Source: an optimization exercise on an open RTL-to-GDS flow (aim: small area). Production flows keep margins and buffers that such runs may drop.

==> flow/design.v <==
`timescale 1ns / 1ps
module TOP_image_and_mouse(
    input clk, reset_p,
    input data,
    input data_clk,
    input RsRx,
    input [0:0] sw,
    output Hsync, Vsync,
    output [3:0] V2M_Red, V2M_Green, V2M_Blue,
    output fb_we,
    output [16:0] fb_waddr,
    output [11:0] fb_wdata,
    output [16:0] fb_raddr,
    input  [11:0] fb_rdata);
    reg [1:0] pc;
    always @(posedge clk or posedge reset_p)
        if (reset_p) pc <= 2'd0;
        else         pc <= pc + 2'd1;
    wire tick = (pc == 2'd1);
    reg [9:0] hc, vc;
    always @(posedge clk or posedge reset_p)
        if (reset_p) hc <= 10'd800;
        else if (tick) hc <= (hc == 10'd802) ? 10'd2 : hc + 10'd1;
    wire vtick = (pc == 2'd3) && (hc == 10'd658);
    always @(posedge clk or posedge reset_p)
        if (reset_p) vc <= 10'd523;
        else if (vtick) vc <= (vc == 10'd524) ? 10'd0 : vc + 10'd1;
    wire h_on = (hc < 10'd642);
    wire v_on = (vc < 10'd480);
    wire disp = h_on && v_on;
    assign Hsync = !((hc >= 10'd658) && (hc <= 10'd753));
    assign Vsync = !((vc == 10'd491) || (vc == 10'd492));
    assign fb_raddr = {(v_on ? vc[8:1] : 8'd0), (h_on ? hc[9:1] : 9'd1)};
    wire px0 = h_on & hc[0];
    reg [11:0] last;
    reg [11:0] temp;      
    always @(posedge clk or posedge reset_p)
        if (reset_p) last <= 12'd0;
        else if (tick && sw[0] && px0) last <= fb_rdata;
    wire [12:0] bc;
    wire [11:0] bs;
    genvar i;
    generate for (i = 0; i < 12; i = i + 1) begin : g_bl
        wire ci = (i % 4 == 0) ? 1'b0 : bc[i];
        assign bs[i] = last[i] ^ fb_rdata[i] ^ ci;
        assign bc[i+1] = (last[i] & fb_rdata[i]) | (last[i] & ci) | (fb_rdata[i] & ci);
    end endgenerate
    wire [11:0] blend = {bc[12], bs[11:9], bc[8], bs[7:5], bc[4], bs[3:1]};
    always @(posedge clk)
        if (tick) temp <= (sw[0] && !px0) ? blend : fb_rdata;
    reg mc1, mc2;
    always @(posedge clk or posedge reset_p)
        if (reset_p) begin mc1 <= 1'b0; mc2 <= 1'b0; end
        else begin mc1 <= data_clk; mc2 <= mc1; end
    wire mnedge = mc2 & ~mc1;           
    wire mpre   = mc1 & ~data_clk;      
    reg [5:0] mcnt;
    reg f1, f2;
    always @(posedge clk or posedge reset_p)
        if (reset_p) begin mcnt <= 6'd0; f1 <= 1'b0; f2 <= 1'b0; end
        else begin
            if (mcnt == 6'd44) mcnt <= 6'd0;
            else if (mnedge) mcnt <= mcnt + 6'd1;
            f1 <= (mcnt == 6'd44);
            f2 <= f1;
        end
    reg [3:0] fl;         
    reg [7:0] mx, my;     
    wire cap_fl = mpre && (mcnt >= 6'd5)  && (mcnt <= 6'd8);
    wire cap_x  = mpre && (mcnt >= 6'd12) && (mcnt <= 6'd19);
    wire cap_y  = mpre && (mcnt >= 6'd23) && (mcnt <= 6'd30);
    wire jx0 = (mcnt == 6'd12), jx7 = (mcnt == 6'd19);
    wire jy0 = (mcnt == 6'd23), jy7 = (mcnt == 6'd30);
    wire bx = fl[2] ? (jx0 ? 1'b0 : jx7 ? fl[0] : ~fl[0]) : ~data;
    wire by = fl[3] ? (jy0 ? 1'b1 : jy7 ? ~fl[1] : fl[1]) : data;
    always @(posedge clk) begin
        if (cap_fl) fl <= {data, fl[3:1]};
        if (cap_x)  mx <= {bx, mx[7:1]};
        if (cap_y)  my <= {by, my[7:1]};
    end
    reg [12:0] ncx;
    reg [11:0] ncy;
    wire [13:0] xa = {1'b1, ncx}, xb = {{6{mx[7]}}, mx};
    wire [13:0] ya = {2'b11, ncy}, yb = {{6{my[7]}}, my};
    wire [14:0] xc, yc;
    wire [13:0] nx, ny;
    assign xc[0] = 1'b1;
    assign yc[0] = 1'b0;
    generate for (i = 0; i < 14; i = i + 1) begin : g_mv
        assign nx[i] = xa[i] ^ xb[i] ^ xc[i];
        assign xc[i+1] = (xa[i] & xb[i]) | (xa[i] & xc[i]) | (xb[i] & xc[i]);
        assign ny[i] = ya[i] ^ yb[i] ^ yc[i];
        assign yc[i+1] = (ya[i] & yb[i]) | (ya[i] & yc[i]) | (yb[i] & yc[i]);
    end endgenerate
    always @(posedge clk or posedge reset_p)
        if (reset_p) begin ncx <= 13'h1fff; ncy <= 12'hfff; end
        else if (f2) begin
            if (!nx[13]) ncx <= 13'h1fff;
            else if (!nx[12] & (!nx[11] | !nx[10])) ncx <= {~10'd639, nx[2:0]};
            else ncx <= nx[12:0];
            if (!ny[13]) ncy <= 12'hfff;
            else if (ny[11:8] == 4'd0) ncy <= {~9'd479, ny[2:0]};
            else ncy <= ny[11:0];
        end
    wire [9:0] nvx = ncx[12:3];           
    wire [9:0] nvy = {1'b1, ncy[11:3]};   
    wire [10:0] dxc, dyc;
    wire [9:0] dx, dy;
    assign dxc[0] = 1'b0;
    assign dyc[0] = 1'b1;
    generate for (i = 0; i < 10; i = i + 1) begin : g_cur
        assign dx[i] = hc[i] ^ nvx[i] ^ dxc[i];
        assign dxc[i+1] = (hc[i] & nvx[i]) | (hc[i] & dxc[i]) | (nvx[i] & dxc[i]);
        assign dy[i] = vc[i] ^ nvy[i] ^ dyc[i];
        assign dyc[i+1] = (vc[i] & nvy[i]) | (vc[i] & dyc[i]) | (nvy[i] & dyc[i]);
    end endgenerate
    wire cur = (dx[9:3] == 7'd0) && (dx[2:0] != 3'd0) &&
               (dy[9:3] == 7'd0) && (dy[2:0] != 3'd7);
    reg [11:0] rgb;
    always @(posedge clk or posedge reset_p)
        if (reset_p) rgb <= 12'd0;
        else if (!disp) rgb <= 12'd0;
        else rgb <= cur ? 12'hf00 : temp;
    assign {V2M_Red, V2M_Green, V2M_Blue} = rgb;
    reg rxd;
    wire upre = rxd & ~RsRx;    
    reg run;
    reg [3:0] ph;
    reg [9:0] baud;
    reg [1:0] bcnt;
    wire bwrap = (baud == 10'b0110011001);        
    wire bmid  = (baud == 10'b1000000101);        
    wire [9:0] bnext = {baud[8:0], ~(baud[9] ^ baud[6])};
    always @(posedge clk or posedge reset_p)
        if (reset_p) begin
            rxd <= 1'b0; run <= 1'b0; ph <= 4'd15; baud <= 10'd0; bcnt <= 2'd0;
        end
        else begin
            rxd <= RsRx;
            if (ph == 4'd8) begin
                baud <= 10'b0000000001;
                ph <= 4'd9;
                run <= upre;
                bcnt <= bcnt + 2'd1;
            end
            else if (!ph[3]) begin
                if (bwrap) begin baud <= 10'b0000000011; ph <= ph + 4'd1; end
                else baud <= bnext;
            end
            else begin
                if (ph != 4'd15) ph <= ph + 4'd1;
                if (run) begin
                    if (bwrap) begin baud <= 10'b0000000011; ph <= 4'd0; end
                    else baud <= bnext;
                end
                else if (upre) run <= 1'b1;
            end
        end
    reg [31:0] sh;        
    always @(posedge clk)
        if (!ph[3] && bmid) sh <= {RsRx, sh[31:1]};
    wire x_ok = !sh[9] && !(sh[8] && (sh[7] || sh[6]));
    wire y_ok = !sh[19] && !sh[18] && !(&sh[17:14]);
    assign fb_we    = (ph == 4'd14) && (bcnt == 2'd0) && x_ok && y_ok;
    assign fb_waddr = {sh[17:10], sh[8:0]};
    assign fb_wdata = sh[31:20];
endmodule
export LEC_CHECK = 0
export CAP_MARGIN = 20
export CORE_MARGIN = 2
export CORE_UTILIZATION = 40
export SLEW_MARGIN = 20
create_clock -name core_clock -period 10.0 [get_ports {clk}]
standard.sh (not shown) runs the stock make flow with config.mk's settings and CLKGATE_MAP_FILE= SYNTH_SCRIPT=/design/flow/synth_recipe.tcl, a recipe that flattens the netlist after the stock synthesis.
==> flow/flow/run.sh <==
#!/bin/bash
# Own layout flow: the standard flow (the standard synthesis unchanged),
# with minimum-size port buffers, a clock tree of clkbuf_8 without dummy
# loads, and logic cells downsized before the placement repair.
set -euo pipefail
here=$(pwd)
export BUFFER_PORTS_ARGS="-buffer_cell sky130_fd_sc_hd__buf_1"
export CTS_ARGS="-sink_clustering_enable -repair_clock_nets -buf_list sky130_fd_sc_hd__clkbuf_8 -dont_use_dummy_load -sink_clustering_size 24 -sink_clustering_max_diameter 80"
export PRE_RESIZE_TCL="$here/flow/downsize.tcl"
bash standard.sh synth > "$here/synth.log" 2>&1
bash standard.sh > "$here/layout.log" 2>&1
==> flow/flow/downsize.tcl <==
# Before the placement repair: give every logic cell the smallest drive
# strength of its function; repair_design then fixes any slew, capacitance
# or fanout violation this causes.
set db [ord::get_db]
set block [ord::get_db_block]
set dont_use $::env(DONT_USE_CELLS)
set n 0
foreach inst [$block getInsts] {
  set m [$inst getMaster]
  if { [$m getType] ne "CORE" } { continue }
  set name [$m getName]
  if { ![regexp {^(sky130_fd_sc_hd__[a-z0-9]+)_([0-9]+)$} $name -> base ds] } { continue }
  set best $name
  set barea [expr { [$m getWidth] * [$m getHeight] }]
  foreach d {0 1 2 4 6 8 12 16} {
    set cand "${base}_$d"
    if { $cand eq $name || [lsearch -exact $dont_use $cand] >= 0 } { continue }
    set cm [$db findMaster $cand]
    if { $cm eq "NULL" } { continue }
    set a [expr { [$cm getWidth] * [$cm getHeight] }]
    if { $a < $barea } { set best $cand; set barea $a }
  }
  if { $best ne $name } {
    replace_cell [$inst getName] $best
    incr n
  }
}
puts "downsize: $n cells downsized"
The baseline passed the timing, DRC and antenna checks.
Edit:
--- a/flow/flow/run.sh
+++ b/flow/flow/run.sh
@@ -6,5 +6,5 @@
 here=$(pwd)
 export BUFFER_PORTS_ARGS="-buffer_cell sky130_fd_sc_hd__buf_1"
-export CTS_ARGS="-sink_clustering_enable -repair_clock_nets -buf_list sky130_fd_sc_hd__clkbuf_8 -dont_use_dummy_load -sink_clustering_size 24 -sink_clustering_max_diameter 80"
+export CTS_ARGS='-sink_clustering_enable -repair_clock_nets -buf_list {sky130_fd_sc_hd__clkbuf_4 sky130_fd_sc_hd__clkbuf_8} -dont_use_dummy_load'
 export PRE_RESIZE_TCL="$here/flow/downsize.tcl"
 bash standard.sh synth > "$here/synth.log" 2>&1
- sequential cell count stays the same
- global-route usage does not change
- clock-buffer cell count does not change
Function was not checked in any run of this note: the RTL went through the layout flow alone.

[afterwards: timing with drivers on the ports]
How much do the figures lean on ideal ports? The routed layouts below were timed once more, with nothing changed but the port constraints. Step 1 assumes that a clkbuf_16 drives the clock port and a buf_2 every other input. Step 2 adds t to the input delays and takes it off the output delays; t is the mean of the earliest and latest rising clock arrival at the registers after step 1. Input paths then give back, and output paths get back, about the clock's delay inside the block. a / b / c = ideal ports / drivers / drivers and shift; a / b = the first two.
run	t, ns	setup slack, ns	pins driven straight from the clock port
the first run	0.472	4.215 / 4.215 / 4.215	1
the second run	0.472	4.215 / 4.215 / 4.215	1
After both steps setup and hold are still met in every run listed.
